This is an optimization exercise on Yosys and OpenROAD, whose aim is small area, a short achievable clock period and few clock cycles, not a production implementation. RTL that was checked went through simulation tests only; none was proved equivalent to the original. Power is estimated from default activity; no workload was simulated.

Setup of umber:
Design MatrixMultUnit, start of the top module:
module MatrixMultUnit(
  input  wire reset_n,
  input  wire clk,
  input  wire dut_valid,
  output wire dut_ready,
  output wire        dut__tb__sram_input_write_enable,
  output wire [15:0] dut__tb__sram_input_write_address,
  output wire [31:0] dut__tb__sram_input_write_data,
  output wire [15:0] dut__tb__sram_input_read_address,
  input  wire [31:0] tb__dut__sram_input_read_data,
  output wire        dut__tb__sram_weight_write_enable,
  output wire [15:0] dut__tb__sram_weight_write_address,
  output wire [31:0] dut__tb__sram_weight_write_data,
  output wire [15:0] dut__tb__sram_weight_read_address,
  input  wire [31:0] tb__dut__sram_weight_read_data,
  output wire        dut__tb__sram_result_write_enable,
  output wire [15:0] dut__tb__sram_result_write_address,
  output wire [31:0] dut__tb__sram_result_write_data,
  output wire [15:0] dut__tb__sram_result_read_address,
  input  wire [31:0] tb__dut__sram_result_read_data,
  output wire        dut__tb__sram_scratchpad_write_enable,
  output wire [15:0] dut__tb__sram_scratchpad_write_address,
  output wire [31:0] dut__tb__sram_scratchpad_write_data,
  output wire [15:0] dut__tb__sram_scratchpad_read_address,
  input  wire [31:0] tb__dut__sram_scratchpad_read_data
);
Size: roughly 30,000 um^2 of cells after synthesis.
Settings: LEC_CHECK=0, ABC_CLOCK_PERIOD_IN_PS=3000, CAP_MARGIN=20, CORE_MARGIN=2, CORE_UTILIZATION=65, SLEW_MARGIN=20, SYNTH_HIERARCHICAL=1; clock period 10.0 ns.
standard.sh (not shown) runs the stock make flow with config.mk's settings and CLKGATE_MAP_FILE= SYNTH_SCRIPT=/design/flow/synth_recipe.tcl, a recipe that flattens the netlist after the stock synthesis.
==> flow/flow/run.sh <==
#!/bin/bash
# The standard layout (standard synthesis included), with timing repair
# aiming at 6.75 ns of setup slack instead of 0.
set -euo pipefail
bash standard.sh SETUP_SLACK_MARGIN=6.75 finish > standard_flow.log 2>&1
Testbench counts of umber, summed over its fixed seeds: cycles 565,141.
The inputs of willow differ from those of umber as listed below.
- ABC_CLOCK_PERIOD_IN_PS: 3000 -> unset
- SETUP_SLACK_MARGIN: unset -> 5
==> flow/run.sh (new file) <==
#!/bin/bash
# synth_recipe.tcl (not shown) runs the flow's synth.tcl, then flattens the netlist and writes it again
# the make line also repeats each setting of config.mk as NAME=value (left out here)
make -C /OpenROAD-flow-scripts/flow DESIGN_CONFIG=/design/flow/config.mk WORK_HOME=/design/flow/orfs CLKGATE_MAP_FILE= SYNTH_SCRIPT=/design/flow/synth_recipe.tcl finish
removed: flow/flow/run.sh
removed: flow/standard.sh
### Flow results
Both conditions hold for willow: the flow ran to the end and the final layout passed the timing, DRC and antenna checks.
Diff willow..umber | area of the mapped netlist | unchanged
Between willow and umber, the flip-flop and latch count does not differ in any meaningful way.
Diff umber -> willow: sequential share of layout area went down 0.21 points; met3 demand-to-capacity share in global routing went down 1.4 points.
On willow: time the final worst path needs with I/O delays and setup is 0.77 ns higher than what umber gave.
Comparing umber with willow, the clock buffer and inverter area fraction after layout came out essentially unchanged.
STATUS switching power summed over all nets: willow loses against umber
willow — detail-routed net length per standard cell 0.15 um higher, umber as reference
Part of the total power dissipated in the clock network for willow is lower than for umber.

MatrixMultUnit, a different RTL version from the one above (not shown whole).
Size in the first run: ~3100 cells after synthesis, ~470 flip-flops.
==> flow/config.mk <==
export PLATFORM = sky130hd
export DESIGN_NAME = MatrixMultUnit
export DESIGN_NICKNAME = MatrixMultUnit
export VERILOG_FILES = /design/flow/design.v
export SDC_FILE = /design/flow/constraint.sdc
export NUM_CORES = 4
export LEC_CHECK = 0
export ABC_CLOCK_PERIOD_IN_PS = 3000
export CAP_MARGIN = 20
export CORE_MARGIN = 2
export CORE_UTILIZATION = 40
export SLEW_MARGIN = 20
export SYNTH_HIERARCHICAL = 1
==> flow/constraint.sdc <==
create_clock -name core_clock -period 10.0 [get_ports {clk}]
set_input_delay 2.0000 -clock core_clock [delete_from_list [all_inputs] [get_ports {clk}]]
set_output_delay 2.0000 -clock core_clock [all_outputs]
set_load 0.01 [all_outputs]
==> flow/flow/run.sh <==
#!/bin/bash
# The standard layout (standard synthesis included), with timing repair
# aiming at 7.0 ns of setup slack instead of 0.
set -euo pipefail
bash standard.sh SETUP_SLACK_MARGIN=7.0 finish > standard_flow.log 2>&1
Change:
==> flow/flow/run.sh (replaced) <==
#!/bin/bash
# The standard layout (standard synthesis included), with timing repair
# aiming at 6.85 ns of setup slack instead of 0.
set -euo pipefail
bash standard.sh SETUP_SLACK_MARGIN=6.85 finish > standard_flow.log 2>&1
CORE_UTILIZATION = 70   (was 40)
PLACE_DENSITY = 0.8   (was default)
Effect: The changed run completed with no timing, DRC or antenna violations. Via count is higher by 8.5%. Power barely changes. Flip-flop and latch count is unchanged.
Change:
ABC_CLOCK_PERIOD_IN_PS = 4000   (was 3000)
CORE_UTILIZATION = 40   (was 70)
PLACE_DENSITY = default   (was 0.8)
The new run went through all stages and came out clean.
Worst hold slack stays flat.
Final cell count climbs by 12%.
Worst setup slack gains 58 ps.
Clock-buffer cell count is higher by 9.
Global-route usage falls by 20 points.
Clock power came out higher by about 4%.
Total power shrinks by about 2.5%.
Die area goes up by about 70%.
Sequential share of layout area decreases by 0.92 points.
Register-to-register slack is better by 20 ps.
Routed wire length fell by 10%.
Change:
ABC_CLOCK_PERIOD_IN_PS = 3000   (was 4000)
Synthesized cell count stays the same.
Register-to-register slack barely changes.
Synthesized area stays the same.
Sequential power stays flat.
Design area does not change.
Count of clock-buffer cells in the layout stays the same.
Routed wire length is unchanged.
Fmax is unchanged.
Change:
==> flow/flow/run.sh (replaced) <==
#!/bin/bash
# The standard layout (standard synthesis included), with timing repair
# aiming at 7.0 ns of setup slack instead of 0, and buf_2 as the port buffer.
set -euo pipefail
bash standard.sh SETUP_SLACK_MARGIN=7.0 "BUFFER_PORTS_ARGS=-buffer_cell sky130_fd_sc_hd__buf_2" finish > standard_flow.log 2>&1
CTS_CLUSTER_DIAMETER = 60   (was default)
CTS_CLUSTER_SIZE = 25   (was default)
Result: Flip-flop and latch count does not change; total power rises by a few percent; cell area is higher slightly; area after synthesis stays the same.
Change:
==> flow/flow/run.sh (replaced) <==
#!/bin/bash
# The standard layout (standard synthesis included), with timing repair
# aiming at 6.85 ns of setup slack instead of 0.
set -euo pipefail
bash standard.sh SETUP_SLACK_MARGIN=6.85 finish > standard_flow.log 2>&1
CORE_UTILIZATION = 75   (was 40)
CTS_CLUSTER_DIAMETER = default   (was 60)
CTS_CLUSTER_SIZE = default   (was 25)
Result: Critical path depth rises by 11; wire length rises by 22%; cell area falls by 4.1%; worst setup slack got worse by 83 ps; clock power falls by about 8%; global-route usage rises by 26 points.
No run of this note included a check of the RTL's function; only the layout flow was run.

RTL: one of the versions met above, not the one the previous note started from.
Size: roughly 3000 cells after synthesis, roughly 430 flip-flops, roughly 390 I/O pins, roughly 0.030 mm2 of cells after synthesis.
Settings: LEC_CHECK=0, ABC_CLOCK_PERIOD_IN_PS=3000, CAP_MARGIN=20, CORE_MARGIN=2, CORE_UTILIZATION=65, SLEW_MARGIN=20, SYNTH_HIERARCHICAL=1; clock period 10.0 ns.
==> flow/flow/run.sh <==
#!/bin/bash
# The standard layout (standard synthesis included), with timing repair
# aiming at 6.85 ns of setup slack instead of 0.
set -euo pipefail
bash standard.sh SETUP_SLACK_MARGIN=6.85 finish > standard_flow.log 2>&1
Testbench counts at the start, summed over its fixed seeds: cycles 565,141.
Change:
- ABC_CLOCK_PERIOD_IN_PS: 3000 -> unset
- CAP_MARGIN: 20 -> 5
- SLEW_MARGIN: 20 -> 5
Outcome:
- cell count barely changes
- global-route usage stays the same
- critical path depth came out higher by 10

run A:
MatrixMultUnit, a different RTL version from the one above (not shown whole).
Size: ~2900 cells after synthesis, ~390 I/O pins.
export LEC_CHECK = 0
export ABC_CLOCK_PERIOD_IN_PS = 3000
export CAP_MARGIN = 20
export CORE_MARGIN = 2
export CORE_UTILIZATION = 65
export SLEW_MARGIN = 20
export SYNTH_HIERARCHICAL = 1
create_clock -name core_clock -period 10.0 [get_ports {clk}]
==> flow/flow/run.sh <==
#!/bin/bash
# The standard layout (standard synthesis included), with timing repair
# aiming at 6.95 ns of setup slack instead of 0.
set -euo pipefail
bash standard.sh SETUP_SLACK_MARGIN=6.95 finish > standard_flow.log 2>&1
Run A reached the end of the flow, and the finished layout is clean on the timing, DRC and antenna checks.
Testbench counts of run A, summed over its fixed seeds: cycles 565,141.
Edits applied to the flow inputs when going from run A to run B:
# run A
export LEC_CHECK = 0
export ABC_CLOCK_PERIOD_IN_PS = 3000
export CAP_MARGIN = 20
export CORE_MARGIN = 2
export CORE_UTILIZATION = 65
export SLEW_MARGIN = 20
export SYNTH_HIERARCHICAL = 1
create_clock -name core_clock -period 10.0 [get_ports {clk}]
# run B
export LEC_CHECK = 0
export CAP_MARGIN = 20
export CORE_MARGIN = 2
export CORE_UTILIZATION = 65
export SLEW_MARGIN = 20
export SYNTH_HIERARCHICAL = 1
create_clock -name core_clock -period 10.0 [get_ports {clk}]
==> flow/flow/run.sh <==
#!/bin/bash
# The standard layout (standard synthesis included), with timing repair
# aiming at 6.85 ns of setup slack instead of 0.
set -euo pipefail
bash standard.sh SETUP_SLACK_MARGIN=6.85 finish > standard_flow.log 2>&1
Notes after the runs:
- Compared run B against run A; multi-input gate area in the final layout within noise.
- Non-clock buffer share of cell area for run B: 2.4 points down relative to run A
- Diff run A -> run B | initial detailed-routing violation count | decrease of about 1.8%
- Comparing run B and run A, the higher final setup slack of the worst path was measured on run B.
Relative to run B, the following input files were edited for run C:
# run B
export LEC_CHECK = 0
export CAP_MARGIN = 20
export CORE_MARGIN = 2
export CORE_UTILIZATION = 65
export SLEW_MARGIN = 20
export SYNTH_HIERARCHICAL = 1
create_clock -name core_clock -period 10.0 [get_ports {clk}]
# run C
export LEC_CHECK = 0
export CAP_MARGIN = 20
export CORE_MARGIN = 2
export CORE_UTILIZATION = 65
export CTS_CLUSTER_DIAMETER = 60
export CTS_CLUSTER_SIZE = 25
export SLEW_MARGIN = 20
export SYNTH_HIERARCHICAL = 1
create_clock -name core_clock -period 10.0 [get_ports {clk}]
### Flow results
Compared with run B, in run C via density per instance now larger, detailed-route wire length on metal 1 comparable. Run B -> run C: layout sequential cell count delta 0, exact match. Of the two values seen for slowest cell on the critical path, dfrtp_1 was produced by run B and dfxtp_1 by run C.

[static timing again, ports no longer ideal]
Ports are ideal in the flow. The routed layouts listed here were re-timed in OpenROAD.
Step 1: set_driving_cell puts a clkbuf_16 on clk and a buf_2 on each other input, an assumption about the parent block.
Step 2 moves the port delays by t, midway between the first and last clock arrival at a register: inputs arrive t later, outputs are due t later. That takes back most of the time a late clock gives input paths.
Slacks: no drivers / after step 1 / after step 2; pairs: no drivers / after step 1.
| run | shift t [ns] | setup WS [ns] | slew at the worst register clock pin (ns) | worst data-port slew with drivers (ns) | pins driven straight from the clock port |
|---|---|---|---|---|---|
| umber | 0.649 | 6.782 / 6.723 / 6.621 | 0.06 / 0.06 | 0.08 | 1 |
| willow | 0.654 | 6.017 / 6.017 / 6.017 | 0.07 / 0.07 | 0.07 | 1 |
| the first run of note 2 | 0.685 | 6.806 / 6.742 / 6.596 | 0.07 / 0.07 | 0.05 | 1 |
| the second run of note 2 | 0.664 | 6.731 / 6.671 / 6.565 | 0.07 / 0.07 | 0.07 | 1 |
| the third run of note 2 | 0.697 | 6.789 / 6.724 / 6.593 | 0.07 / 0.07 | 0.05 | 1 |
| the fourth run of note 2 | 0.697 | 6.789 / 6.724 / 6.593 | 0.07 / 0.07 | 0.05 | 1 |
| the fifth run of note 2 | 0.683 | 6.791 / 6.721 / 6.940 | 0.09 / 0.09 | 0.05 | 1 |
| the sixth run of note 2 | 0.676 | 6.708 / 6.708 / 6.680 | 0.07 / 0.07 | 0.09 | 1 |
| the first run of note 3 | 0.642 | 6.809 / 6.752 / 6.709 | 0.07 / 0.07 | 0.07 | 1 |
| the second run of note 3 | 0.643 | 6.803 / 6.752 / 6.701 | 0.07 / 0.07 | 0.07 | 1 |
| run A | 0.665 | 6.835 / 6.774 / 6.844 | 0.07 / 0.07 | 0.07 | 1 |
| run B | 0.651 | 6.850 / 6.789 / 6.771 | 0.07 / 0.07 | 0.05 | 1 |
| run C | 0.639 | 6.832 / 6.770 / 6.816 | 0.09 / 0.09 | 0.05 | 1 |
After both steps every run listed still meets setup and hold. For the first run of note 2, which loses most, drivers alone change the setup slack by -0.064 ns; drivers and shift together by -0.210 ns.
